From an optimization exercise on the open Yosys and OpenROAD flow, aimed at small area and a short achievable clock period; shortcuts taken in it are not production practice.
RTL that was checked went through simulation tests only; none was proved equivalent to the original.
No functional check of the RTL was part of run 1.
No activity file was given, so power comes from the tool's default toggle rates.

==> flow/design.v, too long to show whole: its modules and the start of the top module <==
// module pipeline_sum: 447 lines
module pipeline_sum (
    input clk,
    input [15:0] a, b,
    output [31:0] r
);
  // ...
==> flow/flow/run.sh <==
#!/bin/bash
set -euo pipefail
MARGIN=${MARGIN:-25}
bash standard.sh SETUP_SLACK_MARGIN=$MARGIN SETUP_MOVE_SEQUENCE=sizeup,swap SKIP_GATE_CLONING=1 \
  "BUFFER_PORTS_ARGS=-buffer_cell sky130_fd_sc_hd__buf_1" finish > make_finish.log 2>&1
==> flow/standard.sh <==
#!/bin/bash
# synth_recipe.tcl (not shown) runs the flow's synth.tcl, then flattens the netlist and writes it again
# the make line also repeats each setting of config.mk as NAME=value (left out here)
make -C /OpenROAD-flow-scripts/flow DESIGN_CONFIG=/design/flow/config.mk WORK_HOME=/design/flow/orfs CLKGATE_MAP_FILE= SYNTH_SCRIPT=/design/flow/synth_recipe.tcl "${@:-finish}"
==> flow/config.mk <==
export PLATFORM = sky130hd
export DESIGN_NAME = pipeline_sum
export DESIGN_NICKNAME = pipeline_sum
export VERILOG_FILES = /design/flow/design.v
export SDC_FILE = /design/flow/constraint.sdc
export NUM_CORES = 4
export LEC_CHECK = 0
export ABC_AREA = 1
export CAP_MARGIN = 20
export CORE_MARGIN = 2
export CORE_UTILIZATION = 55
export SLEW_MARGIN = 20
==> flow/constraint.sdc <==
create_clock -name core_clock -period 36.0 [get_ports {clk}]
set_input_delay 7.2000 -clock core_clock [delete_from_list [all_inputs] [get_ports {clk}]]
set_output_delay 7.2000 -clock core_clock [all_outputs]
set_load 0.01 [all_outputs]
==> impl_results.md, run 1 <==
* Post-synthesis simple-gate area fraction at 34.9%
* Num sequential at 113
* Clock Path Buffers at 2
* DR top layer: met5
* Clock Network Area Fraction at 4.55%
* FF+latch count, synth at 113
* Worst Setup SP: b[13]
* Clock tree from TritonCTS: built
* Net Sw Frac at 38.8%
* Most frequent cells in the layout: nand2_1 (427), inv_1 (235), nand3_1 (126)
* Ports at 65
* Reg2reg path depth at 98
* PD cells at 38.5 mW/mm^2
* F_max at 94.7 MHz
* GR peak layer: met2
* Final Wtd Congestion at 0.881
* Fin nets at 1,889
* DRT met1 WL at 12,600 um
* Hold path depth at 0
* Max Transition Viols Final at 0
* Met3 GRT Util at 4.31%
* Storage element area at 0.00226 sq mm
* Cell Area, Synth at 0.0120 sq mm
* NetSw at 192 uW
* DR WL/cell at 13.3 um
* Largest net degree at the start of global routing at 32
* CTS Buf Count at 17
* Clk Latency, worst-skew pair at 430 ps
* Worst Hold End: ra_c2[4]$_DFF_P_
* Initial antenna violation count at 2
* Reg clk slew, reported paths at 60 ps
* Worst endpoint required time at 36,310 ps
* Met2 Track Usage GR at 42.7%
* CORE AREA at 0.0217 sq mm
* Yosys top cell area share at 18.8%
* Final Non-Filler Cells at 2,052
* Worst reg2reg startpoint: bb_c2[1]$_DFF_P_
* WL final at 27,300 um
* WL met2 at 13,100 um
* PortBufs at 50
* Max-Cap Viols at 0
* Max power group: combinational logic
* Stages on worst setup path at 28
* Outcome: no timing/DRC/antenna violations
==> run 2: changes to the inputs <==
--- a/flow/design.v
+++ b/flow/design.v
@@ -31,64 +31,62 @@
   assign s0_r13_bo[2] = (s0_r13_t[1] ^ b[1]) ? b[1] : s0_r13_bo[1];
   assign s0_r13_bo[3] = (s0_r13_t[2] ^ b[2]) ? b[2] : s0_r13_bo[2];
   wire s0_r13_q = s0_r13_hz & ~s0_r13_bo[3];
   wire [2:0] s0_r13_d;
   assign s0_r13_d[0] = s0_r13_t[0] ^ (s0_r13_q & (b[0] ^ s0_r13_bo[0]));
   assign s0_r13_d[1] = s0_r13_t[1] ^ (s0_r13_q & (b[1] ^ s0_r13_bo[1]));
   assign s0_r13_d[2] = s0_r13_t[2] ^ (s0_r13_q & (b[2] ^ s0_r13_bo[2]));
   wire [15:0] s0_r13_ra = {s0_r13_d, s0_r14_ra[12:0]};
-  wire [3:0] s0_r12_t = s0_r13_ra[15:12];
-  wire s0_r12_hz = ~(|b[15:4]);
-  wire [4:0] s0_r12_bo;
-  assign s0_r12_bo[0] = 1'b0;
-  assign s0_r12_bo[1] = (s0_r12_t[0] ^ b[0]) ? b[0] : s0_r12_bo[0];
-  assign s0_r12_bo[2] = (s0_r12_t[1] ^ b[1]) ? b[1] : s0_r12_bo[1];
-  assign s0_r12_bo[3] = (s0_r12_t[2] ^ b[2]) ? b[2] : s0_r12_bo[2];
-  assign s0_r12_bo[4] = (s0_r12_t[3] ^ b[3]) ? b[3] : s0_r12_bo[3];
-  wire s0_r12_q = s0_r12_hz & ~s0_r12_bo[4];
-  wire [3:0] s0_r12_d;
-  assign s0_r12_d[0] = s0_r12_t[0] ^ (s0_r12_q & (b[0] ^ s0_r12_bo[0]));
-  assign s0_r12_d[1] = s0_r12_t[1] ^ (s0_r12_q & (b[1] ^ s0_r12_bo[1]));
-  assign s0_r12_d[2] = s0_r12_t[2] ^ (s0_r12_q & (b[2] ^ s0_r12_bo[2]));
-  assign s0_r12_d[3] = s0_r12_t[3] ^ (s0_r12_q & (b[3] ^ s0_r12_bo[3]));
-  wire [15:0] s0_r12_ra = {s0_r12_d, s0_r13_ra[11:0]};
   reg [15:0] ra_c1;
   reg [15:0] bb_c1;
-  reg [3:0] ah_c1;
+  reg [2:0] ah_c1;
   reg q15_c1;
   reg q14_c1;
   reg q13_c1;
-  reg q12_c1;
   always_ff @(posedge clk) begin
-    ra_c1 <= s0_r12_ra;
+    ra_c1 <= s0_r13_ra;
     bb_c1 <= b;
-    ah_c1 <= a[15:12];
+    ah_c1 <= a[15:13];
     q15_c1 <= s0_r15_q;
     q14_c1 <= s0_r14_q;
     q13_c1 <= s0_r13_q;
-    q12_c1 <= s0_r12_q;
   end
-  wire [4:0] s1_r11_t = ra_c1[15:11];
+  wire [3:0] s1_r12_t = ra_c1[15:12];
+  wire s1_r12_hz = ~(|bb_c1[15:4]);
+  wire [4:0] s1_r12_bo;
+  assign s1_r12_bo[0] = 1'b0;
+  assign s1_r12_bo[1] = (s1_r12_t[0] ^ bb_c1[0]) ? bb_c1[0] : s1_r12_bo[0];
+  assign s1_r12_bo[2] = (s1_r12_t[1] ^ bb_c1[1]) ? bb_c1[1] : s1_r12_bo[1];
+  assign s1_r12_bo[3] = (s1_r12_t[2] ^ bb_c1[2]) ? bb_c1[2] : s1_r12_bo[2];
+  assign s1_r12_bo[4] = (s1_r12_t[3] ^ bb_c1[3]) ? bb_c1[3] : s1_r12_bo[3];
+  wire s1_r12_q = s1_r12_hz & ~s1_r12_bo[4];
+  wire [3:0] s1_r12_d;
+  assign s1_r12_d[0] = s1_r12_t[0] ^ (s1_r12_q & (bb_c1[0] ^ s1_r12_bo[0]));
+  assign s1_r12_d[1] = s1_r12_t[1] ^ (s1_r12_q & (bb_c1[1] ^ s1_r12_bo[1]));
+  assign s1_r12_d[2] = s1_r12_t[2] ^ (s1_r12_q & (bb_c1[2] ^ s1_r12_bo[2]));
+  assign s1_r12_d[3] = s1_r12_t[3] ^ (s1_r12_q & (bb_c1[3] ^ s1_r12_bo[3]));
+  wire [15:0] s1_r12_ra = {s1_r12_d, ra_c1[11:0]};
+  wire [4:0] s1_r11_t = s1_r12_ra[15:11];
   wire s1_r11_hz = ~(|bb_c1[15:5]);
   wire [5:0] s1_r11_bo;
   assign s1_r11_bo[0] = 1'b0;
   assign s1_r11_bo[1] = (s1_r11_t[0] ^ bb_c1[0]) ? bb_c1[0] : s1_r11_bo[0];
   assign s1_r11_bo[2] = (s1_r11_t[1] ^ bb_c1[1]) ? bb_c1[1] : s1_r11_bo[1];
   assign s1_r11_bo[3] = (s1_r11_t[2] ^ bb_c1[2]) ? bb_c1[2] : s1_r11_bo[2];
   assign s1_r11_bo[4] = (s1_r11_t[3] ^ bb_c1[3]) ? bb_c1[3] : s1_r11_bo[3];
   assign s1_r11_bo[5] = (s1_r11_t[4] ^ bb_c1[4]) ? bb_c1[4] : s1_r11_bo[4];
   wire s1_r11_q = s1_r11_hz & ~s1_r11_bo[5];
   wire [4:0] s1_r11_d;
   assign s1_r11_d[0] = s1_r11_t[0] ^ (s1_r11_q & (bb_c1[0] ^ s1_r11_bo[0]));
   assign s1_r11_d[1] = s1_r11_t[1] ^ (s1_r11_q & (bb_c1[1] ^ s1_r11_bo[1]));
   assign s1_r11_d[2] = s1_r11_t[2] ^ (s1_r11_q & (bb_c1[2] ^ s1_r11_bo[2]));
   assign s1_r11_d[3] = s1_r11_t[3] ^ (s1_r11_q & (bb_c1[3] ^ s1_r11_bo[3]));
   assign s1_r11_d[4] = s1_r11_t[4] ^ (s1_r11_q & (bb_c1[4] ^ s1_r11_bo[4]));
-  wire [15:0] s1_r11_ra = {s1_r11_d, ra_c1[10:0]};
+  wire [15:0] s1_r11_ra = {s1_r11_d, s1_r12_ra[10:0]};
   wire [5:0] s1_r10_t = s1_r11_ra[15:10];
   wire s1_r10_hz = ~(|bb_c1[15:6]);
   wire [6:0] s1_r10_bo;
   assign s1_r10_bo[0] = 1'b0;
   assign s1_r10_bo[1] = (s1_r10_t[0] ^ bb_c1[0]) ? bb_c1[0] : s1_r10_bo[0];
   assign s1_r10_bo[2] = (s1_r10_t[1] ^ bb_c1[1]) ? bb_c1[1] : s1_r10_bo[1];
   assign s1_r10_bo[3] = (s1_r10_t[2] ^ bb_c1[2]) ? bb_c1[2] : s1_r10_bo[2];
   assign s1_r10_bo[4] = (s1_r10_t[3] ^ bb_c1[3]) ? bb_c1[3] : s1_r10_bo[3];
@@ -240,21 +238,21 @@
   reg q9_c2;
   reg q8_c2;
   reg q7_c2;
   reg q6_c2;
   reg q5_c2;
   always_ff @(posedge clk) begin
     ra_c2 <= s1_r5_ra;
     bb_c2 <= bb_c1;
-    ah_c2 <= {ah_c1, ra_c1[11:5]};
+    ah_c2 <= {ah_c1, ra_c1[12:5]};
     q15_c2 <= q15_c1;
     q14_c2 <= q14_c1;
     q13_c2 <= q13_c1;
-    q12_c2 <= q12_c1;
+    q12_c2 <= s1_r12_q;
     q11_c2 <= s1_r11_q;
     q10_c2 <= s1_r10_q;
     q9_c2 <= s1_r9_q;
     q8_c2 <= s1_r8_q;
     q7_c2 <= s1_r7_q;
     q6_c2 <= s1_r6_q;
     q5_c2 <= s1_r5_q;
   end
@@ -273,17 +271,27 @@
   assign s2_r4_bo[5] = (s2_r4_t[4] ^ bb_c2[4]) ? bb_c2[4] : s2_r4_bo[4];
   assign s2_r4_bo[6] = (s2_r4_t[5] ^ bb_c2[5]) ? bb_c2[5] : s2_r4_bo[5];
   assign s2_r4_bo[7] = (s2_r4_t[6] ^ bb_c2[6]) ? bb_c2[6] : s2_r4_bo[6];
   assign s2_r4_bo[8] = (s2_r4_t[7] ^ bb_c2[7]) ? bb_c2[7] : s2_r4_bo[7];
   assign s2_r4_bo[9] = (s2_r4_t[8] ^ bb_c2[8]) ? bb_c2[8] : s2_r4_bo[8];
   assign s2_r4_bo[10] = (s2_r4_t[9] ^ bb_c2[9]) ? bb_c2[9] : s2_r4_bo[9];
   assign s2_r4_bo[11] = (s2_r4_t[10] ^ bb_c2[10]) ? bb_c2[10] : s2_r4_bo[10];
   assign s2_r4_bo[12] = (s2_r4_t[11] ^ bb_c2[11]) ? bb_c2[11] : s2_r4_bo[11];
-  wire s2_r4_q = s2_r4_hz & ~s2_r4_bo[12];
+  wire [12:6] s2_r4_s_gu;
+  assign s2_r4_s_gu[6] = 1'b0;
+  assign s2_r4_s_gu[7] = (s2_r4_t[6] ^ bb_c2[6]) ? bb_c2[6] : s2_r4_s_gu[6];
+  assign s2_r4_s_gu[8] = (s2_r4_t[7] ^ bb_c2[7]) ? bb_c2[7] : s2_r4_s_gu[7];
+  assign s2_r4_s_gu[9] = (s2_r4_t[8] ^ bb_c2[8]) ? bb_c2[8] : s2_r4_s_gu[8];
+  assign s2_r4_s_gu[10] = (s2_r4_t[9] ^ bb_c2[9]) ? bb_c2[9] : s2_r4_s_gu[9];
+  assign s2_r4_s_gu[11] = (s2_r4_t[10] ^ bb_c2[10]) ? bb_c2[10] : s2_r4_s_gu[10];
+  assign s2_r4_s_gu[12] = (s2_r4_t[11] ^ bb_c2[11]) ? bb_c2[11] : s2_r4_s_gu[11];
+  wire s2_r4_s_pu = ~(|(s2_r4_t[11:6] ^ {bb_c2[11], bb_c2[10], bb_c2[9], bb_c2[8], bb_c2[7], bb_c2[6]}));
+  wire s2_r4_bf = s2_r4_s_gu[12] | (s2_r4_s_pu & s2_r4_bo[6]);
+  wire s2_r4_q = s2_r4_hz & ~s2_r4_bf;
   wire [11:0] s2_r4_d;
   assign s2_r4_d[0] = s2_r4_t[0] ^ (s2_r4_q & (bb_c2[0] ^ s2_r4_bo[0]));
   assign s2_r4_d[1] = s2_r4_t[1] ^ (s2_r4_q & (bb_c2[1] ^ s2_r4_bo[1]));
   assign s2_r4_d[2] = s2_r4_t[2] ^ (s2_r4_q & (bb_c2[2] ^ s2_r4_bo[2]));
   assign s2_r4_d[3] = s2_r4_t[3] ^ (s2_r4_q & (bb_c2[3] ^ s2_r4_bo[3]));
   assign s2_r4_d[4] = s2_r4_t[4] ^ (s2_r4_q & (bb_c2[4] ^ s2_r4_bo[4]));
   assign s2_r4_d[5] = s2_r4_t[5] ^ (s2_r4_q & (bb_c2[5] ^ s2_r4_bo[5]));
   assign s2_r4_d[6] = s2_r4_t[6] ^ (s2_r4_q & (bb_c2[6] ^ s2_r4_bo[6]));
@@ -305,17 +313,28 @@
   assign s2_r3_bo[6] = (s2_r3_t[5] ^ bb_c2[5]) ? bb_c2[5] : s2_r3_bo[5];
   assign s2_r3_bo[7] = (s2_r3_t[6] ^ bb_c2[6]) ? bb_c2[6] : s2_r3_bo[6];
   assign s2_r3_bo[8] = (s2_r3_t[7] ^ bb_c2[7]) ? bb_c2[7] : s2_r3_bo[7];
   assign s2_r3_bo[9] = (s2_r3_t[8] ^ bb_c2[8]) ? bb_c2[8] : s2_r3_bo[8];
   assign s2_r3_bo[10] = (s2_r3_t[9] ^ bb_c2[9]) ? bb_c2[9] : s2_r3_bo[9];
   assign s2_r3_bo[11] = (s2_r3_t[10] ^ bb_c2[10]) ? bb_c2[10] : s2_r3_bo[10];
   assign s2_r3_bo[12] = (s2_r3_t[11] ^ bb_c2[11]) ? bb_c2[11] : s2_r3_bo[11];
   assign s2_r3_bo[13] = (s2_r3_t[12] ^ bb_c2[12]) ? bb_c2[12] : s2_r3_bo[12];
-  wire s2_r3_q = s2_r3_hz & ~s2_r3_bo[13];
+  wire [13:6] s2_r3_s_gu;
+  assign s2_r3_s_gu[6] = 1'b0;
+  assign s2_r3_s_gu[7] = (s2_r3_t[6] ^ bb_c2[6]) ? bb_c2[6] : s2_r3_s_gu[6];
+  assign s2_r3_s_gu[8] = (s2_r3_t[7] ^ bb_c2[7]) ? bb_c2[7] : s2_r3_s_gu[7];
+  assign s2_r3_s_gu[9] = (s2_r3_t[8] ^ bb_c2[8]) ? bb_c2[8] : s2_r3_s_gu[8];
+  assign s2_r3_s_gu[10] = (s2_r3_t[9] ^ bb_c2[9]) ? bb_c2[9] : s2_r3_s_gu[9];
+  assign s2_r3_s_gu[11] = (s2_r3_t[10] ^ bb_c2[10]) ? bb_c2[10] : s2_r3_s_gu[10];
+  assign s2_r3_s_gu[12] = (s2_r3_t[11] ^ bb_c2[11]) ? bb_c2[11] : s2_r3_s_gu[11];
+  assign s2_r3_s_gu[13] = (s2_r3_t[12] ^ bb_c2[12]) ? bb_c2[12] : s2_r3_s_gu[12];
+  wire s2_r3_s_pu = ~(|(s2_r3_t[12:6] ^ {bb_c2[12], bb_c2[11], bb_c2[10], bb_c2[9], bb_c2[8], bb_c2[7], bb_c2[6]}));
+  wire s2_r3_bf = s2_r3_s_gu[13] | (s2_r3_s_pu & s2_r3_bo[6]);
+  wire s2_r3_q = s2_r3_hz & ~s2_r3_bf;
   wire [12:0] s2_r3_d;
   assign s2_r3_d[0] = s2_r3_t[0] ^ (s2_r3_q & (bb_c2[0] ^ s2_r3_bo[0]));
   assign s2_r3_d[1] = s2_r3_t[1] ^ (s2_r3_q & (bb_c2[1] ^ s2_r3_bo[1]));
   assign s2_r3_d[2] = s2_r3_t[2] ^ (s2_r3_q & (bb_c2[2] ^ s2_r3_bo[2]));
   assign s2_r3_d[3] = s2_r3_t[3] ^ (s2_r3_q & (bb_c2[3] ^ s2_r3_bo[3]));
   assign s2_r3_d[4] = s2_r3_t[4] ^ (s2_r3_q & (bb_c2[4] ^ s2_r3_bo[4]));
   assign s2_r3_d[5] = s2_r3_t[5] ^ (s2_r3_q & (bb_c2[5] ^ s2_r3_bo[5]));
   assign s2_r3_d[6] = s2_r3_t[6] ^ (s2_r3_q & (bb_c2[6] ^ s2_r3_bo[6]));
@@ -339,17 +358,28 @@
   assign s2_r2_bo[7] = (s2_r2_t[6] ^ bb_c2[6]) ? bb_c2[6] : s2_r2_bo[6];
   assign s2_r2_bo[8] = (s2_r2_t[7] ^ bb_c2[7]) ? bb_c2[7] : s2_r2_bo[7];
   assign s2_r2_bo[9] = (s2_r2_t[8] ^ bb_c2[8]) ? bb_c2[8] : s2_r2_bo[8];
   assign s2_r2_bo[10] = (s2_r2_t[9] ^ bb_c2[9]) ? bb_c2[9] : s2_r2_bo[9];
   assign s2_r2_bo[11] = (s2_r2_t[10] ^ bb_c2[10]) ? bb_c2[10] : s2_r2_bo[10];
   assign s2_r2_bo[12] = (s2_r2_t[11] ^ bb_c2[11]) ? bb_c2[11] : s2_r2_bo[11];
   assign s2_r2_bo[13] = (s2_r2_t[12] ^ bb_c2[12]) ? bb_c2[12] : s2_r2_bo[12];
   assign s2_r2_bo[14] = (s2_r2_t[13] ^ bb_c2[13]) ? bb_c2[13] : s2_r2_bo[13];
-  wire s2_r2_q = s2_r2_hz & ~s2_r2_bo[14];
+  wire [14:7] s2_r2_s_gu;
+  assign s2_r2_s_gu[7] = 1'b0;
+  assign s2_r2_s_gu[8] = (s2_r2_t[7] ^ bb_c2[7]) ? bb_c2[7] : s2_r2_s_gu[7];
+  assign s2_r2_s_gu[9] = (s2_r2_t[8] ^ bb_c2[8]) ? bb_c2[8] : s2_r2_s_gu[8];
+  assign s2_r2_s_gu[10] = (s2_r2_t[9] ^ bb_c2[9]) ? bb_c2[9] : s2_r2_s_gu[9];
+  assign s2_r2_s_gu[11] = (s2_r2_t[10] ^ bb_c2[10]) ? bb_c2[10] : s2_r2_s_gu[10];
+  assign s2_r2_s_gu[12] = (s2_r2_t[11] ^ bb_c2[11]) ? bb_c2[11] : s2_r2_s_gu[11];
+  assign s2_r2_s_gu[13] = (s2_r2_t[12] ^ bb_c2[12]) ? bb_c2[12] : s2_r2_s_gu[12];
+  assign s2_r2_s_gu[14] = (s2_r2_t[13] ^ bb_c2[13]) ? bb_c2[13] : s2_r2_s_gu[13];
+  wire s2_r2_s_pu = ~(|(s2_r2_t[13:7] ^ {bb_c2[13], bb_c2[12], bb_c2[11], bb_c2[10], bb_c2[9], bb_c2[8], bb_c2[7]}));
+  wire s2_r2_bf = s2_r2_s_gu[14] | (s2_r2_s_pu & s2_r2_bo[7]);
+  wire s2_r2_q = s2_r2_hz & ~s2_r2_bf;
   wire [13:0] s2_r2_d;
   assign s2_r2_d[0] = s2_r2_t[0] ^ (s2_r2_q & (bb_c2[0] ^ s2_r2_bo[0]));
   assign s2_r2_d[1] = s2_r2_t[1] ^ (s2_r2_q & (bb_c2[1] ^ s2_r2_bo[1]));
   assign s2_r2_d[2] = s2_r2_t[2] ^ (s2_r2_q & (bb_c2[2] ^ s2_r2_bo[2]));
   assign s2_r2_d[3] = s2_r2_t[3] ^ (s2_r2_q & (bb_c2[3] ^ s2_r2_bo[3]));
   assign s2_r2_d[4] = s2_r2_t[4] ^ (s2_r2_q & (bb_c2[4] ^ s2_r2_bo[4]));
   assign s2_r2_d[5] = s2_r2_t[5] ^ (s2_r2_q & (bb_c2[5] ^ s2_r2_bo[5]));
   assign s2_r2_d[6] = s2_r2_t[6] ^ (s2_r2_q & (bb_c2[6] ^ s2_r2_bo[6]));
@@ -378,17 +408,28 @@
   assign s2_x4_c1[9] = (s2_x4_t[8] ^ s2_x4_b1[8]) ? s2_x4_b1[8] : s2_x4_c1[8];
   assign s2_x4_c1[10] = (s2_x4_t[9] ^ s2_x4_b1[9]) ? s2_x4_b1[9] : s2_x4_c1[9];
   assign s2_x4_c1[11] = (s2_x4_t[10] ^ s2_x4_b1[10]) ? s2_x4_b1[10] : s2_x4_c1[10];
   assign s2_x4_c1[12] = (s2_x4_t[11] ^ s2_x4_b1[11]) ? s2_x4_b1[11] : s2_x4_c1[11];
   assign s2_x4_c1[13] = (s2_x4_t[12] ^ s2_x4_b1[12]) ? s2_x4_b1[12] : s2_x4_c1[12];
   assign s2_x4_c1[14] = (s2_x4_t[13] ^ s2_x4_b1[13]) ? s2_x4_b1[13] : s2_x4_c1[13];
   assign s2_x4_c1[15] = (s2_x4_t[14] ^ s2_x4_b1[14]) ? s2_x4_b1[14] : s2_x4_c1[14];
   assign s2_x4_c1[16] = (s2_x4_t[15] ^ s2_x4_b1[15]) ? s2_x4_b1[15] : s2_x4_c1[15];
-  wire s2_x4_ge1 = ~(|s2_x4_b1[17:16]) & ~s2_x4_c1[16];
+  wire [16:8] s2_x4_k1_gu;
+  assign s2_x4_k1_gu[8] = 1'b0;
+  assign s2_x4_k1_gu[9] = (s2_x4_t[8] ^ s2_x4_b1[8]) ? s2_x4_b1[8] : s2_x4_k1_gu[8];
+  assign s2_x4_k1_gu[10] = (s2_x4_t[9] ^ s2_x4_b1[9]) ? s2_x4_b1[9] : s2_x4_k1_gu[9];
+  assign s2_x4_k1_gu[11] = (s2_x4_t[10] ^ s2_x4_b1[10]) ? s2_x4_b1[10] : s2_x4_k1_gu[10];
+  assign s2_x4_k1_gu[12] = (s2_x4_t[11] ^ s2_x4_b1[11]) ? s2_x4_b1[11] : s2_x4_k1_gu[11];
+  assign s2_x4_k1_gu[13] = (s2_x4_t[12] ^ s2_x4_b1[12]) ? s2_x4_b1[12] : s2_x4_k1_gu[12];
+  assign s2_x4_k1_gu[14] = (s2_x4_t[13] ^ s2_x4_b1[13]) ? s2_x4_b1[13] : s2_x4_k1_gu[13];
+  assign s2_x4_k1_gu[15] = (s2_x4_t[14] ^ s2_x4_b1[14]) ? s2_x4_b1[14] : s2_x4_k1_gu[14];
+  assign s2_x4_k1_gu[16] = (s2_x4_t[15] ^ s2_x4_b1[15]) ? s2_x4_b1[15] : s2_x4_k1_gu[15];
+  wire s2_x4_k1_pu = ~(|(s2_x4_t[15:8] ^ {s2_x4_b1[15], s2_x4_b1[14], s2_x4_b1[13], s2_x4_b1[12], s2_x4_b1[11], s2_x4_b1[10], s2_x4_b1[9], s2_x4_b1[8]}));
+  wire s2_x4_ge1 = ~(|s2_x4_b1[17:16]) & ~(s2_x4_k1_gu[16] | (s2_x4_k1_pu & s2_x4_c1[8]));
   wire [16:0] s2_x4_c2;
   assign s2_x4_c2[0] = 1'b0;
   assign s2_x4_c2[1] = (s2_x4_t[0] ^ s2_x4_b2[0]) ? s2_x4_b2[0] : s2_x4_c2[0];
   assign s2_x4_c2[2] = (s2_x4_t[1] ^ s2_x4_b2[1]) ? s2_x4_b2[1] : s2_x4_c2[1];
   assign s2_x4_c2[3] = (s2_x4_t[2] ^ s2_x4_b2[2]) ? s2_x4_b2[2] : s2_x4_c2[2];
   assign s2_x4_c2[4] = (s2_x4_t[3] ^ s2_x4_b2[3]) ? s2_x4_b2[3] : s2_x4_c2[3];
   assign s2_x4_c2[5] = (s2_x4_t[4] ^ s2_x4_b2[4]) ? s2_x4_b2[4] : s2_x4_c2[4];
   assign s2_x4_c2[6] = (s2_x4_t[5] ^ s2_x4_b2[5]) ? s2_x4_b2[5] : s2_x4_c2[5];
@@ -397,17 +438,28 @@
   assign s2_x4_c2[9] = (s2_x4_t[8] ^ s2_x4_b2[8]) ? s2_x4_b2[8] : s2_x4_c2[8];
   assign s2_x4_c2[10] = (s2_x4_t[9] ^ s2_x4_b2[9]) ? s2_x4_b2[9] : s2_x4_c2[9];
   assign s2_x4_c2[11] = (s2_x4_t[10] ^ s2_x4_b2[10]) ? s2_x4_b2[10] : s2_x4_c2[10];
   assign s2_x4_c2[12] = (s2_x4_t[11] ^ s2_x4_b2[11]) ? s2_x4_b2[11] : s2_x4_c2[11];
   assign s2_x4_c2[13] = (s2_x4_t[12] ^ s2_x4_b2[12]) ? s2_x4_b2[12] : s2_x4_c2[12];
   assign s2_x4_c2[14] = (s2_x4_t[13] ^ s2_x4_b2[13]) ? s2_x4_b2[13] : s2_x4_c2[13];
   assign s2_x4_c2[15] = (s2_x4_t[14] ^ s2_x4_b2[14]) ? s2_x4_b2[14] : s2_x4_c2[14];
   assign s2_x4_c2[16] = (s2_x4_t[15] ^ s2_x4_b2[15]) ? s2_x4_b2[15] : s2_x4_c2[15];
-  wire s2_x4_ge2 = ~(|s2_x4_b2[17:16]) & ~s2_x4_c2[16];
+  wire [16:8] s2_x4_k2_gu;
+  assign s2_x4_k2_gu[8] = 1'b0;
+  assign s2_x4_k2_gu[9] = (s2_x4_t[8] ^ s2_x4_b2[8]) ? s2_x4_b2[8] : s2_x4_k2_gu[8];
+  assign s2_x4_k2_gu[10] = (s2_x4_t[9] ^ s2_x4_b2[9]) ? s2_x4_b2[9] : s2_x4_k2_gu[9];
+  assign s2_x4_k2_gu[11] = (s2_x4_t[10] ^ s2_x4_b2[10]) ? s2_x4_b2[10] : s2_x4_k2_gu[10];
+  assign s2_x4_k2_gu[12] = (s2_x4_t[11] ^ s2_x4_b2[11]) ? s2_x4_b2[11] : s2_x4_k2_gu[11];
+  assign s2_x4_k2_gu[13] = (s2_x4_t[12] ^ s2_x4_b2[12]) ? s2_x4_b2[12] : s2_x4_k2_gu[12];
+  assign s2_x4_k2_gu[14] = (s2_x4_t[13] ^ s2_x4_b2[13]) ? s2_x4_b2[13] : s2_x4_k2_gu[13];
+  assign s2_x4_k2_gu[15] = (s2_x4_t[14] ^ s2_x4_b2[14]) ? s2_x4_b2[14] : s2_x4_k2_gu[14];
+  assign s2_x4_k2_gu[16] = (s2_x4_t[15] ^ s2_x4_b2[15]) ? s2_x4_b2[15] : s2_x4_k2_gu[15];
+  wire s2_x4_k2_pu = ~(|(s2_x4_t[15:8] ^ {s2_x4_b2[15], s2_x4_b2[14], s2_x4_b2[13], s2_x4_b2[12], s2_x4_b2[11], s2_x4_b2[10], s2_x4_b2[9], s2_x4_b2[8]}));
+  wire s2_x4_ge2 = ~(|s2_x4_b2[17:16]) & ~(s2_x4_k2_gu[16] | (s2_x4_k2_pu & s2_x4_c2[8]));
   wire [16:0] s2_x4_c3;
   assign s2_x4_c3[0] = 1'b0;
   assign s2_x4_c3[1] = (s2_x4_t[0] ^ s2_x4_b3[0]) ? s2_x4_b3[0] : s2_x4_c3[0];
   assign s2_x4_c3[2] = (s2_x4_t[1] ^ s2_x4_b3[1]) ? s2_x4_b3[1] : s2_x4_c3[1];
   assign s2_x4_c3[3] = (s2_x4_t[2] ^ s2_x4_b3[2]) ? s2_x4_b3[2] : s2_x4_c3[2];
   assign s2_x4_c3[4] = (s2_x4_t[3] ^ s2_x4_b3[3]) ? s2_x4_b3[3] : s2_x4_c3[3];
   assign s2_x4_c3[5] = (s2_x4_t[4] ^ s2_x4_b3[4]) ? s2_x4_b3[4] : s2_x4_c3[4];
   assign s2_x4_c3[6] = (s2_x4_t[5] ^ s2_x4_b3[5]) ? s2_x4_b3[5] : s2_x4_c3[5];
@@ -416,17 +468,28 @@
   assign s2_x4_c3[9] = (s2_x4_t[8] ^ s2_x4_b3[8]) ? s2_x4_b3[8] : s2_x4_c3[8];
   assign s2_x4_c3[10] = (s2_x4_t[9] ^ s2_x4_b3[9]) ? s2_x4_b3[9] : s2_x4_c3[9];
   assign s2_x4_c3[11] = (s2_x4_t[10] ^ s2_x4_b3[10]) ? s2_x4_b3[10] : s2_x4_c3[10];
   assign s2_x4_c3[12] = (s2_x4_t[11] ^ s2_x4_b3[11]) ? s2_x4_b3[11] : s2_x4_c3[11];
   assign s2_x4_c3[13] = (s2_x4_t[12] ^ s2_x4_b3[12]) ? s2_x4_b3[12] : s2_x4_c3[12];
   assign s2_x4_c3[14] = (s2_x4_t[13] ^ s2_x4_b3[13]) ? s2_x4_b3[13] : s2_x4_c3[13];
   assign s2_x4_c3[15] = (s2_x4_t[14] ^ s2_x4_b3[14]) ? s2_x4_b3[14] : s2_x4_c3[14];
   assign s2_x4_c3[16] = (s2_x4_t[15] ^ s2_x4_b3[15]) ? s2_x4_b3[15] : s2_x4_c3[15];
-  wire s2_x4_ge3 = ~(|s2_x4_b3[17:16]) & ~s2_x4_c3[16];
+  wire [16:8] s2_x4_k3_gu;
+  assign s2_x4_k3_gu[8] = 1'b0;
+  assign s2_x4_k3_gu[9] = (s2_x4_t[8] ^ s2_x4_b3[8]) ? s2_x4_b3[8] : s2_x4_k3_gu[8];
+  assign s2_x4_k3_gu[10] = (s2_x4_t[9] ^ s2_x4_b3[9]) ? s2_x4_b3[9] : s2_x4_k3_gu[9];
+  assign s2_x4_k3_gu[11] = (s2_x4_t[10] ^ s2_x4_b3[10]) ? s2_x4_b3[10] : s2_x4_k3_gu[10];
+  assign s2_x4_k3_gu[12] = (s2_x4_t[11] ^ s2_x4_b3[11]) ? s2_x4_b3[11] : s2_x4_k3_gu[11];
+  assign s2_x4_k3_gu[13] = (s2_x4_t[12] ^ s2_x4_b3[12]) ? s2_x4_b3[12] : s2_x4_k3_gu[12];
+  assign s2_x4_k3_gu[14] = (s2_x4_t[13] ^ s2_x4_b3[13]) ? s2_x4_b3[13] : s2_x4_k3_gu[13];
+  assign s2_x4_k3_gu[15] = (s2_x4_t[14] ^ s2_x4_b3[14]) ? s2_x4_b3[14] : s2_x4_k3_gu[14];
+  assign s2_x4_k3_gu[16] = (s2_x4_t[15] ^ s2_x4_b3[15]) ? s2_x4_b3[15] : s2_x4_k3_gu[15];
+  wire s2_x4_k3_pu = ~(|(s2_x4_t[15:8] ^ {s2_x4_b3[15], s2_x4_b3[14], s2_x4_b3[13], s2_x4_b3[12], s2_x4_b3[11], s2_x4_b3[10], s2_x4_b3[9], s2_x4_b3[8]}));
+  wire s2_x4_ge3 = ~(|s2_x4_b3[17:16]) & ~(s2_x4_k3_gu[16] | (s2_x4_k3_pu & s2_x4_c3[8]));
   wire s2_x4_q1 = s2_x4_ge2;
   wire s2_x4_q0 = s2_x4_q1 ? s2_x4_ge3 : s2_x4_ge1;
   wire [6:0] ml = {1'b0, ym2[5:0]} + {1'b0, 1'b0, s2_r4_q, s2_r3_q, s2_r2_q, 1'b0, 1'b0};
   wire lc1 = ml[0] & s2_x4_q0;
   wire lc2 = (ml[1] & s2_x4_q1) | ((ml[1] | s2_x4_q1) & lc1);
   wire [6:0] lo7;
   assign lo7[0] = ml[0] ^ s2_x4_q0;
   assign lo7[1] = ml[1] ^ s2_x4_q1 ^ lc1;
==> flow/flow/run.sh (replaced) <==
#!/bin/bash
set -euo pipefail
MARGIN=25
bash standard.sh SETUP_SLACK_MARGIN=$MARGIN SETUP_MOVE_SEQUENCE=sizeup,swap SKIP_GATE_CLONING=1 \
  "BUFFER_PORTS_ARGS=-buffer_cell sky130_fd_sc_hd__buf_1" finish > make_finish.log 2>&1
==> impl_results.md, run 2 <==
* Outcome: no timing/DRC/antenna violations
* PortBufs at 50 (unchanged)
* Global-route wire length before repair at 45,700 um
* Die Height at 147 um
* DR WL/cell at 14.3 um (+7.2%)
* CP most frequent cell: nand2_1
* Hold WS at 327 ps
* Vias in the first global route at 9,353
* Final hold violation count at 0
* Root buf cell: clkbuf_16
* Hold Crit Class: reg -> reg
* Cell Area, Synth at 0.0112 sq mm (-7.1%)
* Die area at 0.0215 sq mm
* FF+latch count, synth at 111 (-1.8%)
* Critical Path Max Stage Delay at 540 ps
* NetSw at 170 uW (-12%)
* Row Count at 52
* Main flop type after synthesis: dfxtp_1
* Most frequent cells in the layout: nand2_1 (378), inv_1 (232), nor2_1 (124)
* Synth Instances at 1,646
* Ports at 65 (unchanged)
* Slowest CP cell: or4_1
* H-tree depth at 3
* Worst endpoint required time at 36,260 ps (-50 ps)
* Ant. Diodes at 0
* Clock tree from TritonCTS: built
* Congestion Overflow GR at 0
* WL final at 27,800 um (+1.7%)
* CP arrival at 10,230 ps
* Critical Path Fanout Max at 25
* Max Transition Viols Final at 0 (unchanged)
* Reg clk slew, reported paths at 80 ps (+20 ps)
* Post-CTS Setup Bufs at 0
* Pint at 251 uW
* Cell taking the most area after synthesis: dfxtp_1
* Final Wtd Congestion at 0.930 (+5.6%)
* CORE AREA at 0.0201 sq mm (-7.3%)
* CTS sink count at 111
* Final core occ at 59.0%
* DRC viols at 0
* CTS Buf Count at 9 (-8)
* DP HPWL at 22,600 um
* First drt pass iteration count at 6
* Initial Util at 55.7%
* Synth unique cells at 64
* Static leakage at 5.87 nW
* Slew HR at 56.7%
* Top-count cell post-synth: nand2_1
* Seq/Total Area, Yosys at 19.9%
* Skew final at 10.1 ps
* Post-route ant nets at 0
* Top cells by area, synth: dfxtp_1 (20%), nand2_1 (13%), xor2_1 (8.8%)
* Crit share post-route at 27.7%
* Part of the power in registers at 36.0%
* Worst Path Buf+Inv at 4
* Largest net degree at the start of global routing at 34 (+6.3%)
* Final min period at 9970 ps
* Clk pwr share at 24.1%
* Clock Path Buffers at 2 (unchanged)
* Post-synth EDFFs at 0
* RSZ-0062 raised after global routing: no
* Least-Margin Pin Slew at 647 ps
* Final Power at 421 uW
* Endpoints failing setup at 0
* Area Overhead vs Synth at 5.90%
* Final WS setup at 26,030 ps
* DR iter-0 viols at 551
* Commonest cells post-synth: nand2_1 (381), inv_1 (234), nor2_1 (124)
* Via count at 10,000
* Die W at 147 um
* Commonest non-fill, non-tap cell in the layout: nand2_1
* Via/cell ratio at 5.14
* Initial antenna violation count at 0 (-2)
* CP endpoint kind: register
* F_max at 100 MHz (+6.0%)
* Max-Cap Viols at 0 (unchanged)
* Worst Setup SP: bb_c2[2]$_DFF_P_
* Net Sw Frac at 40.3% (+1.6 points)
* Ys async rst share at 0%
* Hold buffers post-CTS at 0
* Fin nets at 1,808 (-4.3%)
* Share of layout cells above drive strength 1 at 9.61%
* Peak VDD IR at 0.0267 mV
* Clk Latency, worst-skew pair at 370 ps (-60 ps)
* Yosys top cell area share at 19.9% (+1.1 points)
* Setup TNS at 0 ps
* CP delay by family, top: simple AND/OR/NAND/NOR gates
* Worst reg2reg startpoint: bb_c2[2]$_DFF_P_
* HP Start: q15_c1$_DFF_P_
* Syn_area_per_cell at 6.80 sq um
* GRT Total Usage at 26.7%
* CP Class: reg -> reg
* Comb power frac at 39.9%
* Number of warnings issued by yosys at 1
* Startpoint Class: register
* Place WS at 25,280 ps
* PD cells at 35.5 mW/mm^2 (-7.8%)
==> run 2: cell types whose count changed after synthesis, moves of 10 or more <==
cell	delta
clkinv_1	-12
nand2_4	-15
nor2_1	+47
nand2_1	-46
nand2_2	-33
nand3_1	-11
clkbuf_1	+10
o211ai_1	+10
a21oi_1	+18
o21ai_0	+12
inv_2	-24
xor2_1	+17
==> run 2: worst paths after layout <==
check / to / slack (ps) / depth (start not counted)
setup reg to reg: lo_c3[5]$_DFF_P_ / 26030 / 64
hold reg to reg: q15_c2$_DFF_P_ / 330 / 0
hold / removal: q15_c2$_DFF_P_ / 330 / 0
setup / recovery: lo_c3[5]$_DFF_P_ / 26030 / 64
==> run 2: repair_timing <==
item	in CTS	in global routing
gates resized for setup	0	22
hold endpoints to repair	0	0
endpoints found under the setup margin	0	7
==> run 2: per-layer routing <==
metal  global-route usage [%]  wire length (um)
met2                     44.5             12500
met5                        0                 0
met4                     10.2               827
met3                     3.44              1120
met1                     35.2             13300
==> run 2: through the flow <==
step           cells  cell area (sq um)
2_1_floorplan   1659              11200
3_3_place_gp    1930              11500
3_5_place_dp    1930              11500
4_1_cts         1946              11800
5_1_grt         1946              11900
6_report        1946              11900
==> run 2: cell type report <==
class | instances | area [sq um]
Clock buffer | 10 | 229
Multi-Input combinational cell | 1234 | 7780
Sequential cell | 111 | 2230
Timing Repair Buffer | 54 | 218
Inverter | 261 | 1000
Fill cell | 1980 | 8250
Clock inverter | 6 | 61.3
Tap cell | 270 | 338
==> run 2: logic make-up (layout without fill, tap and decap cells) <==
group | Yosys count | after routing | share of synthesized area, %
XOR/XNOR | 144 | 144 | 12.5
buffers and inverters | 314 | 331 | 11.7
other | 1 | 14 | 0.0335
flip-flops | 111 | 111 | 19.9
AND/OR/NAND/NOR | 771 | 771 | 31.8
AO/OA/AOI/OAI | 195 | 195 | 10.0
multiplexers | 2 | 2 | 0.179
adder cells (fa/ha/maj) | 108 | 108 | 14.0
==> run 2: power groups by stage <==
stage / Combinational (mW) / Clock (mW) / Sequential (mW)
after floorplan: 0.138 / 0 / 0.149
after global placement: 0.164 / 0 / 0.154
after detailed placement: 0.166 / 0 / 0.155
after CTS: 0.167 / 0.104 / 0.152
after global routing: 0.192 / 0.108 / 0.154
final: 0.168 / 0.101 / 0.151
==> run 3: changes to the inputs <==
==> flow/flow/run.sh (replaced) <==
#!/bin/bash
set -euo pipefail
MARGIN=26
bash standard.sh SETUP_SLACK_MARGIN=$MARGIN SETUP_MOVE_SEQUENCE=sizeup,swap SKIP_GATE_CLONING=1 \
  "BUFFER_PORTS_ARGS=-buffer_cell sky130_fd_sc_hd__buf_1" finish > make_finish.log 2>&1
==> impl_results.md, run 3 <==
* Outcome: no timing/DRC/antenna violations
* FF+latch count, synth at 111 (unchanged)
* CTS Buf Count at 9 (unchanged)
* PortBufs at 50 (unchanged)
* Largest net degree at the start of global routing at 34 (unchanged)
* CP endpoint kind: register
* Place WS at 25,280 ps (unchanged)
* Reg clk slew, reported paths at 80 ps (about the same)
* Hold Crit Class: reg -> reg
* F_max at 103 MHz (+3.2%)
* Hold buffers post-CTS at 0 (unchanged)
* Syn_area_per_cell at 6.80 sq um (unchanged)
* Final Wtd Congestion at 0.930 (unchanged)
* Setup TNS at 0 ps (unchanged)
* Startpoint Class: input pin
* Final Power at 429 uW (+2.0%)
* GRT Total Usage at 26.7% (+0.063 points)
* Via count at 10,107 (+1.1%)
* Commonest cells post-synth: nand2_1 (381), inv_1 (234), nor2_1 (124)
* Top-count cell post-synth: nand2_1
* Least-Margin Pin Slew at 663 ps (+16.5 ps)
* Worst Path Buf+Inv at 2 (-2)
* Top cells by area, synth: dfxtp_1 (20%), nand2_1 (13%), xor2_1 (8.8%)
* Most frequent cells in the layout: nand2_1 (347), inv_1 (230), nor2_1 (116)
* Die area at 0.0215 sq mm (unchanged)
* Final hold violation count at 0 (unchanged)
* Cell Area, Placed at 0.0115 sq mm (unchanged)
* Yosys top cell area share at 19.9% (unchanged)
* Clk Latency, worst-skew pair at 370 ps (about the same)
* Global-route wire length before repair at 45,800 um (+0.30%)
* WL final at 28,500 um (+2.6%)
* # fillers at 1,910 (-3.5%)
* Commonest non-fill, non-tap cell in the layout: nand2_1
* Max-Cap Viols at 0 (unchanged)
* Hold WS at 325 ps (-1.81 ps)
* Initial Util at 55.7% (unchanged)
* Stages on worst setup path at 15 (-77%)
* Reg2reg path depth at 64 (unchanged)
* Cell taking the most area after synthesis: dfxtp_1
* Critical Path Fanout Max at 3 (-88%)
* CP delay by family, top: simple AND/OR/NAND/NOR gates
* Worst endpoint required time at 36,250 ps (about the same)
* Peak VDD IR at 0.0262 mV (-1.6%)
* Slew HR at 55.6% (-1.1 points)
* Critical Path Max Stage Delay at 450 ps (-90 ps)
* Final WS setup at 26,340 ps (+305 ps)
* Number of warnings issued by yosys at 1 (unchanged)
* Hold path depth at 0 (unchanged)
* Row Count at 52 (unchanged)
* H-tree depth at 3 (unchanged)
* Ports at 65 (unchanged)
* Skew final at 9.74 ps (-0.362 ps)
* Post-synth EDFFs at 0 (unchanged)
* Synth unique cells at 64 (unchanged)
* Post-route ant nets at 0 (unchanged)
* Clock tree from TritonCTS: built
* RSZ-0062 raised after global routing: yes
* Ys async rst share at 0% (unchanged)
* DP HPWL at 22,600 um (unchanged)
* Die W at 147 um (unchanged)
* Clock Path Buffers at 2 (unchanged)
* Slowest CP cell: nor4_1
* Ant. Diodes at 0 (unchanged)
* Initial antenna violation count at 0 (unchanged)
* DRC viols at 0 (unchanged)
* Main flop type after synthesis: dfxtp_1
* Static leakage at 6.02 nW (+2.5%)
* DR iter-0 viols at 603 (+9.4%)
* Max Transition Viols Final at 0 (unchanged)
* Fin nets at 1,808 (unchanged)
* PD cells at 34.5 mW/mm^2 (-2.7%)
* Root buf cell: clkbuf_16
* CP Class: in -> reg
* Post-CTS Setup Bufs at 0 (unchanged)
* Seq/Total Area, Yosys at 19.9% (unchanged)
* Endpoints failing setup at 0 (unchanged)
* Vias in the first global route at 9,383 (+0.32%)
* CP arrival at 9920 ps (-310 ps)
* Die Height at 147 um (unchanged)
* Cell Area, Synth at 0.0112 sq mm (unchanged)
* Synth Instances at 1,646 (unchanged)
* CP most frequent cell: nand2_1
* CP Cell Sequence: buf_1 > nor4_1 > nand4_1 > nor2_1 > nand2_1 > o21ai_0 > a21boi_0 > nand2_1 > nand2_1 > a21oi_1 > inv_1 > a21o_1 > o21ba_2 > nand3b_1 > xor2_1
* Final min period at 9660 ps (-305 ps)
* CTS sink count at 111 (unchanged)
* Final Instance Area at 0.0124 sq mm (+4.8%)
* Crit share post-route at 26.8% (-0.85 points)
* CORE AREA at 0.0201 sq mm (unchanged)
* Via/cell ratio at 5.19 (+1.1%)
* Congestion Overflow GR at 0 (unchanged)
* Share of layout cells above drive strength 1 at 15.3% (+5.7 points)
* First drt pass iteration count at 5 (-1)
* Area Overhead vs Synth at 11.0%
* DR WL/cell at 14.6 um (+2.6%)
[run 3: cell counts after synthesis]
Identical to the previous run, type by type.
[run 3: metrics by stage]
step	cells	util, %
6_report	1946	61.8
5_1_grt	1946	61.8
4_1_cts	1946	58.9
3_5_place_dp	1930	57.1
3_3_place_gp	1930	57.1
2_1_floorplan	1659	-
[run 3: cell families after synthesis]
logic type / count (synthesis) / synth area share, %
DFF: 111 / 19.9
other: 1 / 0.0335
adders and majority gates: 108 / 14.0
and+or+nand+nor: 771 / 31.8
muxes: 2 / 0.179
buffers and inverters: 314 / 11.7
xor gates and xnor gates: 144 / 12.5
AOI/OAI and AO/OA: 195 / 10.0
[run 3: what timing repair did]
action	CTS	global route
hold endpoints to repair	0	0
pin swaps	6	65
gates resized for setup	18	147
setup endpoints to repair	7	19
[run 3: path summary, 6_finish.rpt]
path	from	end	slack (ps)
setup reg to reg	bb_c2[2]$_DFF_P_	lo_c3[5]$_DFF_P_	26390
hold reg to reg	q15_c1$_DFF_P_	q15_c2$_DFF_P_	330
setup / recovery	b[10]	ra_c1[14]$_DFF_P_	26340
hold / removal	q15_c1$_DFF_P_	q15_c2$_DFF_P_	330
[run 3: power breakdown]
group	switching [mW]	internal, mW
Sequential	0.0138	0.138
Combinational	0.109	0.0672
Clock	0.0524	0.0488
[run 3: routing by layer]
layer	share of wire (%)	track usage, %	vias to the layer above	wire length [um]
met2	45	44.5	204	13000
met4	3.3	10.4	0	928
li1	-	-	5214	-
met1	47	35.6	4640	13500
met5	0	0	-	0
met3	3.9	3.13	49	1100
[run 3: cell type report]
type / instances / area (sq um) / share of cell area (%)
sequential: 111 / 2260 / 18.2
clock buffer: 10 / 229 / 1.84
timing repair buffer: 54 / 221 / 1.78
multi-input combinational: 1234 / 8280 / 66.7
tap: 270 / 338 / 2.72
clock inverter: 6 / 61.3 / 0.494
inverter: 261 / 1030 / 8.32
==> run 4: changes to the inputs <==
==> flow/flow/run.sh (replaced) <==
#!/bin/bash
set -euo pipefail
MARGIN=25.5
bash standard.sh SETUP_SLACK_MARGIN=$MARGIN SETUP_MOVE_SEQUENCE=sizeup,swap SKIP_GATE_CLONING=1 \
  "BUFFER_PORTS_ARGS=-buffer_cell sky130_fd_sc_hd__buf_1" finish > make_finish.log 2>&1
==> impl_results.md, run 4 <==
* Outcome: no timing/DRC/antenna violations
* Critical Path Max Stage Delay at 450 ps (about the same)
* Global-route wire length before repair at 45,700 um (-0.30%)
* Post-CTS Setup Bufs at 0 (unchanged)
* DR WL/cell at 14.3 um (-2.0%)
* Startpoint Class: input pin
* Endpoints failing setup at 0 (unchanged)
* CP delay by family, top: simple AND/OR/NAND/NOR gates
* Number of warnings issued by yosys at 1 (unchanged)
* Cell taking the most area after synthesis: dfxtp_1
* Slew HR at 54.8% (-0.85 points)
* Area Overhead vs Synth at 7.40%
* PortBufs at 50 (unchanged)
* Reg2reg path depth at 66 (+3.1%)
* DR iter-0 viols at 594 (-1.5%)
* CP endpoint kind: register
* FF+latch count, synth at 111 (unchanged)
* Reg clk slew, reported paths at 80 ps (about the same)
* Final hold violation count at 0 (unchanged)
* Most frequent cells in the layout: nand2_1 (364), inv_1 (232), nor2_1 (121)
* Congestion Overflow GR at 0 (unchanged)
* HP Start: q15_c1$_DFF_P_
* Die area at 0.0215 sq mm (unchanged)
* Crit share post-route at 26.8% (-0.046 points)
* Cell Area, Placed at 0.0115 sq mm (unchanged)
* Syn_area_per_cell at 6.80 sq um (unchanged)
* Yosys top cell area share at 19.9% (unchanged)
* Vias in the first global route at 9,353 (-0.32%)
* CP arrival at 9900 ps (-20 ps)
* CP Cell Sequence: buf_1 > nor4_1 > nand4_1 > nor2_1 > nand2_1 > o21ai_0 > a21boi_0 > nand2_1 > nand2_1 > a21oi_1 > inv_1 > a21o_1 > o21ba_2 > nand3b_1 > xor2_1
* Max Transition Viols Final at 0 (unchanged)
* Setup TNS at 0 ps (unchanged)
* CP most frequent cell: nand2_1
* H-tree depth at 3 (unchanged)
* CTS sink count at 111 (unchanged)
* Via/cell ratio at 5.14 (-1.1%)
* FF-to-FF End: lo_c3[5]$_DFF_P_
* Clock Path Buffers at 2 (unchanged)
* Worst endpoint required time at 36,250 ps (about the same)
* Worst Path Buf+Inv at 2 (unchanged)
* Initial antenna violation count at 0 (unchanged)
* Skew final at 11.1 ps (+1.32 ps)
* Critical Path Fanout Max at 3 (unchanged)
* Peak VDD IR at 0.0263 mV (+0.11%)
* Clock tree from TritonCTS: built
* # fillers at 1,947 (+1.9%)
* WL final at 27,900 um (-2.0%)
* Fin nets at 1,808 (unchanged)
* Post-synth EDFFs at 0 (unchanged)
* Largest net degree at the start of global routing at 34 (unchanged)
* Synth unique cells at 64 (unchanged)
* Top-count cell post-synth: nand2_1
* Final Wtd Congestion at 0.930 (unchanged)
* Slowest CP cell: nor4_1
* Setup slack, reg-to-reg at 26,360 ps (-30 ps)
* Commonest cells post-synth: nand2_1 (381), inv_1 (234), nor2_1 (124)
* Ys async rst share at 0% (unchanged)
* CORE AREA at 0.0201 sq mm (unchanged)
* Initial Util at 55.7% (unchanged)
* Final min period at 9650 ps (-16.7 ps)
* Cell Area, Synth at 0.0112 sq mm (unchanged)
* Commonest non-fill, non-tap cell in the layout: nand2_1
* Worst reg2reg startpoint: bb_c2[2]$_DFF_P_
* CP Class: in -> reg
* Root buf cell: clkbuf_16
* Ports at 65 (unchanged)
* DP HPWL at 22,600 um (unchanged)
* Hold Crit Class: reg -> reg
* Max-Cap Viols at 0 (unchanged)
* Die W at 147 um (unchanged)
* PD cells at 35.3 mW/mm^2 (+2.0%)
* Ant. Diodes at 0 (unchanged)
* Clk Latency, worst-skew pair at 370 ps (about the same)
* Final Instance Area at 0.0120 sq mm (-3.2%)
* Via count at 9,997 (-1.1%)
* GRT Total Usage at 26.7% (-0.063 points)
* Die Height at 147 um (unchanged)
* First drt pass iteration count at 5 (unchanged)
* CTS Buf Count at 9 (unchanged)
* Static leakage at 5.90 nW (-1.9%)
* Top cells by area, synth: dfxtp_1 (20%), nand2_1 (13%), xor2_1 (8.8%)
* Main flop type after synthesis: dfxtp_1
* DRC viols at 0 (unchanged)
* Worst Hold End: q15_c2$_DFF_P_
* RSZ-0062 raised after global routing: no
* Seq/Total Area, Yosys at 19.9% (unchanged)
* Synth Instances at 1,646 (unchanged)
* Hold path depth at 0 (unchanged)
* Hold buffers post-CTS at 0 (unchanged)
* F_max at 104 MHz (+0.17%)
* Row Count at 52 (unchanged)
* Post-route ant nets at 0 (unchanged)
* Least-Margin Pin Slew at 676 ps (+12.7 ps)
* Share of layout cells above drive strength 1 at 11.6% (-3.7 points)
==> run 4: cell counts after synthesis <==
Identical to the previous run, type by type.
==> run 4: worst max path at each step <==
stage	slack (ps)	from	to	cells after the start
2_1_floorplan	26930	b[10]	ra_c1[14]$_DFF_P_	14
3_3_place_gp	25560	bb_c2[2]$_DFF_P_	lo_c3[5]$_DFF_P_	64
3_5_place_dp	25280	bb_c2[2]$_DFF_P_	lo_c3[5]$_DFF_P_	64
4_1_cts	25520	bb_c2[2]$_DFF_P_	lo_c3[5]$_DFF_P_	64
5_1_grt	25500	bb_c2[2]$_DFF_P_	lo_c3[5]$_DFF_P_	64
6_report	26350	b[10]	ra_c1[14]$_DFF_P_	15
==> run 4: repair_timing <==
action,4_1_cts,5_1_grt
pin swaps,0,24
endpoints found under the hold margin,0,0
gates resized for setup,3,65
endpoints found under the setup margin,5,18
==> run 4: routing by layer <==
metal | share of wire (%) | track usage (%)
met1 | 47 | 35.2
met2 | 45 | 44.5
met3 | 4.3 | 3.44
met4 | 3.2 | 10.2
met5 | 0 | 0
==> run 4: stage by stage <==
step | setup WS (ps) | utilization [%] | hold WS [ps] | power (mW) | std cells
finish | 26350 | 59.8 | 327 | 0.424 | 1946
global route | 25500 | 59.8 | 338 | 0.457 | 1946
CTS | 25520 | 58.6 | 331 | 0.423 | 1946
detailed placement | 25280 | 57.1 | 313 | 0.320 | 1930
global placement | 25560 | 57.1 | 311 | 0.319 | 1930
floorplan | 26930 | - | 310 | 0.287 | 1659
==> run 4: final cells by class <==
class | count | area (sq um) | area share, %
multi-input cells | 1234 | 7930 | 66.0
flip-flops and latches | 111 | 2230 | 18.6
inverters | 261 | 1010 | 8.39
well taps | 270 | 338 | 2.81
clock buffers | 10 | 229 | 1.90
repair buffers | 54 | 218 | 1.81
clock inverters | 6 | 61.3 | 0.510
==> run 4: where the power goes <==
group	switching, mW	internal, mW	leakage, nW
clock	0.0525	0.0488	0.138
combinational	0.106	0.0652	4.83
sequential	0.0134	0.138	0.931
==> run 4: cells by family (layout without fill, tap and decap cells) <==
| group | Yosys count | in the layout | share of synthesized area, % |
|---|---|---|---|
| AND/OR/NAND/NOR | 771 | 771 | 31.8 |
| flip-flops | 111 | 111 | 19.9 |
| buffers and inverters | 314 | 331 | 11.7 |
| adder cells (fa/ha/maj) | 108 | 108 | 14.0 |
| AO/OA/AOI/OAI | 195 | 195 | 10.0 |
| multiplexers | 2 | 2 | 0.179 |
| other | 1 | 14 | 0.0335 |
| XOR/XNOR | 144 | 144 | 12.5 |
==> run 4: worst reg2reg max path, delay by kind of cell, from the launching register on <==
family	cells	cell delay [ps]
and+or+nand+nor	41	3920
adders and majority gates	6	2100
AOI/OAI and AO/OA	14	1880
buffers and inverters	3	840
DFF	1	490
xor gates and xnor gates	2	330
==> run 5: changes to the inputs <==
==> flow/flow/run.sh (replaced) <==
#!/bin/bash
set -euo pipefail
MARGIN=25.5
PLAT="$FLOW_HOME/platforms/sky130hd/config.mk"
BASE=$(sed -n '/^export DONT_USE_CELLS += /,/^#/p' "$PLAT" | grep -o 'sky130_fd_sc_hd__[a-z0-9_]*' | tr '\n' ' ')
EXTRA=""
for c in maj3_1 maj3_2 maj3_4 fa_1 fa_2 fa_4 fah_1 fahcin_1 fahcon_1 ha_1 ha_2 ha_4; do
  EXTRA="$EXTRA sky130_fd_sc_hd__$c"
done
bash standard.sh SETUP_SLACK_MARGIN=$MARGIN SETUP_MOVE_SEQUENCE=sizeup,swap SKIP_GATE_CLONING=1 \
  "BUFFER_PORTS_ARGS=-buffer_cell sky130_fd_sc_hd__buf_1" \
  "DONT_USE_CELLS=$BASE$EXTRA" finish > make_finish.log 2>&1
==> impl_results.md, run 5 <==
* Slew HR at 47.5% (-7.3 points)
* H-tree depth at 3 (unchanged)
* Final Wtd Congestion at 0.924 (-0.70%)
* DR iter-0 viols at 665 (+12%)
* HP Start: ah_c1[1]$_DFF_P_
* Least-Margin Pin Slew at 785 ps (+109 ps)
* Pint at 240 uW (-4.8%)
* CTS sink count at 111 (unchanged)
* # fillers at 2,049 (+5.2%)
* Die area at 0.0215 sq mm (-0.26%)
* PD cells at 34.0 mW/mm^2 (-3.4%)
* Net Sw Frac at 39.6% (-0.82 points)
* Post-route ant nets at 0 (unchanged)
* Root buf cell: clkbuf_16
* Fin nets at 1,844 (+2.0%)
* Via/cell ratio at 5.02 (-2.4%)
* Hold Crit Class: reg -> reg
* Die Height at 146 um (-0.13%)
* Ant. Diodes at 0 (unchanged)
* Crit share post-route at 27.2% (+0.42 points)
* Skew final at 14.3 ps (+3.28 ps)
* Met1 Use GR at 33.1% (-2.1 points)
* Congestion Overflow GR at 0 (unchanged)
* Most frequent cells in the layout: nand2_1 (492), inv_1 (214), nor2_1 (202)
* DRC viols at 0 (unchanged)
* Syn_area_per_cell at 6.21 sq um (-8.7%)
* Row Count at 52 (unchanged)
* Commonest non-fill, non-tap cell in the layout: nand2_1
* Place WS at 25,770 ps (+493 ps)
* Vias in the first global route at 9,143 (-2.2%)
* Comb power frac at 35.7% (-4.6 points)
* Synth Instances at 1,798 (+9.2%)
* Main combinational cell family by area after synthesis: simple AND/OR/NAND/NOR gates
* Share of layout cells above drive strength 1 at 11.0% (-0.62 points)
* Synth unique cells at 64 (unchanged)
* Static leakage at 5.85 nW (-0.80%)
* Area of the multi-input gates at 0.00760 sq mm (-4.2%)
* CTS Buf Count at 9 (unchanged)
* Endpoints failing setup at 0 (unchanged)
* Synth Area in Compound Gates at 10.3% (+0.31 points)
* Post-synth EDFFs at 0 (unchanged)
* Final min period at 9800 ps (+153 ps)
* Commonest cells post-synth: nand2_1 (494), inv_1 (217), nor2_1 (205)
* Peak VDD IR at 0.0220 mV (-16%)
* Initial Util at 55.5% (-0.15 points)
* Top cells by area, synth: dfxtp_1 (20%), nand2_1 (17%), xor2_1 (9.0%)
* Critical Path Fanout Max at 3 (unchanged)
* CP arrival at 10,050 ps (+150 ps)
* RSZ-0062 raised after global routing: yes
* Top-count cell post-synth: nand2_1
* FF+latch count, synth at 111 (unchanged)
* Clock tree from TritonCTS: built
* Met3 GRT Util at 3.03% (-0.41 points)
* Worst endpoint required time at 36,260 ps (about the same)
* Ports at 65 (unchanged)
* Seq/Total Area, Yosys at 19.9% (+0.053 points)
* NetSw at 158 uW (-8.0%)
* Met2 Track Usage GR at 41.5% (-2.9 points)
* First drt pass iteration count at 5 (unchanged)
* WL final at 26,400 um (-5.3%)
* Storage element area at 0.00224 sq mm (+0.28%)
* Area Overhead vs Synth at 4.66%
* Clk Latency, worst-skew pair at 370 ps (about the same)
* Max Transition Viols Final at 0 (unchanged)
* Largest net degree at the start of global routing at 25 (-26%)
* Reg clk slew, reported paths at 90 ps (about the same)
* Final WS setup at 26,200 ps (-153 ps)
* DP HPWL at 21,700 um (-3.9%)
* Ys async rst share at 0% (unchanged)
* CP Class: in -> reg
* CORE AREA at 0.0201 sq mm (unchanged)
* Number of warnings issued by yosys at 1 (unchanged)
* GRT Total Usage at 24.7% (-1.9 points)
* Setup TNS at 0 ps (unchanged)
* Max-Cap Viols at 0 (unchanged)
* Yosys top cell area share at 19.9% (+0.053 points)
* Adder-Cell Fraction of Synth Area at 0% (-14 points)
* Worst Setup SP: b[10]
* Outcome: no timing/DRC/antenna violations
* Global-route wire length before repair at 43,400 um (-5.0%)
* Part of the power in registers at 37.4% (+1.6 points)
* Main flop type after synthesis: dfxtp_1
* Final hold violation count at 0 (unchanged)
* Post-synthesis mux area share at 0.179% (+0.00048 points)
* Xor and xnor area share after synthesis at 15.0% (+2.5 points)
* DR WL/cell at 12.7 um (-12%)
* Worst reg2reg startpoint: bb_c2[1]$_DFF_P_
* F_max at 102 MHz (-1.6%)
* Initial antenna violation count at 0 (unchanged)
* PortBufs at 50 (unchanged)
* Hold buffers post-CTS at 0 (unchanged)
* GR peak layer: met2
* CP endpoint kind: register
* Post-synthesis simple-gate area fraction at 41.3% (+9.6 points)
* Clk pwr share at 27.0% (+3.1 points)
* Die W at 146 um (-0.13%)
* Via count at 10,464 (+4.7%)
* Cell taking the most area after synthesis: dfxtp_1
* Clock Path Buffers at 2 (unchanged)
* Startpoint Class: input pin
* Cell Area, Synth at 0.0112 sq mm (-0.27%)
==> run 5: area by class of cell <==
class / count / area share (%)
clock inverter: 7 / 0.835
inverter: 249 / 8.26
sequential: 111 / 19.2
tap: 270 / 2.89
clock buffer: 9 / 1.93
multi-input combinational: 1386 / 65.0
timing repair buffer: 54 / 1.86
==> run 5: cells by family after synthesis <==
| family | Yosys count |
|---|---|
| other | 1 |
| multiplexers | 2 |
| XOR/XNOR | 170 |
| AND/OR/NAND/NOR | 1017 |
| flip-flops | 111 |
| AO/OA/AOI/OAI | 183 |
| buffers and inverters | 314 |
==> run 5: through the flow <==
stage                     hold WS, ps  power (mW)  util (%)  instances  area [sq um]
after global routing              341       0.427      58.1       2086         11700
after floorplan                   310       0.270         -       1811         11200
after detailed placement          312       0.292      55.9       2070         11200
after CTS                         333       0.399      57.5       2086         11600
after global placement            311       0.290      55.9       2070         11200
final                             333       0.398      58.1       2086         11700
==> run 5: final timing paths <==
check                                          to  slack [ps]  cells after the start
worst min register to register   ah_c2[9]$_DFF_P_         330                      0
worst max register to register   lo_c3[3]$_DFF_P_       26670                     71
worst max-delay path            ra_c1[14]$_DFF_P_       26200                     17
worst min-delay path             ah_c2[9]$_DFF_P_         330                      0
==> run 5: repair_timing <==
item / in CTS / in global routing
buffers inserted: 0 / 0
resized for setup: 0 / 34
setup endpoints to repair: 0 / 19
==> run 5: power by group through the flow <==
stage	logic (mW)	registers (mW)	clock network [mW]
2_1_floorplan	0.126	0.144	0
3_3_place_gp	0.139	0.151	0
3_5_place_dp	0.140	0.151	0
4_1_cts	0.141	0.148	0.110
5_1_grt	0.162	0.150	0.114
6_report	0.142	0.149	0.107
==> run 5: critical path, cell delays in order <==
cell      delay [ps]
buf_1             80
nor4_1           600
nand4_1          330
nor2_1           220
nand2_1           90
o21ai_0          160
inv_1             60
nor2_1            80
nor2_1            60
nand2_1           50
nand2_1           70
a21oi_1          130
inv_1             60
or2_2            280
a21boi_0         300
nand3b_1         140
xor2_1           150
==> run 5: layer usage <==
| metal | wire [um] | share of wire (%) | vias up |
|---|---|---|---|
| met2 | 12100 | 46 | 187 |
| li1 | - | - | 5643 |
| met1 | 12700 | 48 | 4608 |
| met5 | 0 | 0 | - |
| met3 | 971 | 3.7 | 26 |
| met4 | 715 | 2.7 | 0 |

-- static timing again, ports no longer ideal --
The flow's constraints put no driver on any port. The routed layouts listed below were extracted and timed again, unchanged, in two steps.
Step 1: set_driving_cell puts a clkbuf_16 on clk and a buf_2 on each other input, an assumption about the parent block.
Step 2 times the ports against the registers' clock, not the clock port: input delays grow and output delays shrink by t, the midpoint of the rising clock arrivals with the driver on.
Three values: no drivers, after step 1, after step 2; two values: the first two.
run | shift t [ns] | setup slack, ns | clock arrival spread, ns | cell pins on the clock port's net
run 1 | 0.474 | 25.435 / 25.464 / 24.990 | 0.012 / 0.012 | 1
run 2 | 0.409 | 26.032 / 26.032 / 25.916 | 0.010 / 0.011 | 1
run 3 | 0.409 | 26.337 / 26.361 / 25.951 | 0.010 / 0.011 | 1
run 4 | 0.410 | 26.354 / 26.358 / 25.967 | 0.012 / 0.012 | 1
run 5 | 0.406 | 26.201 / 26.227 / 25.820 | 0.015 / 0.015 | 1
After both steps setup and hold are still met in every run listed. For run 1, which loses most, drivers alone change the setup slack by +0.029 ns; drivers and shift together by -0.445 ns.
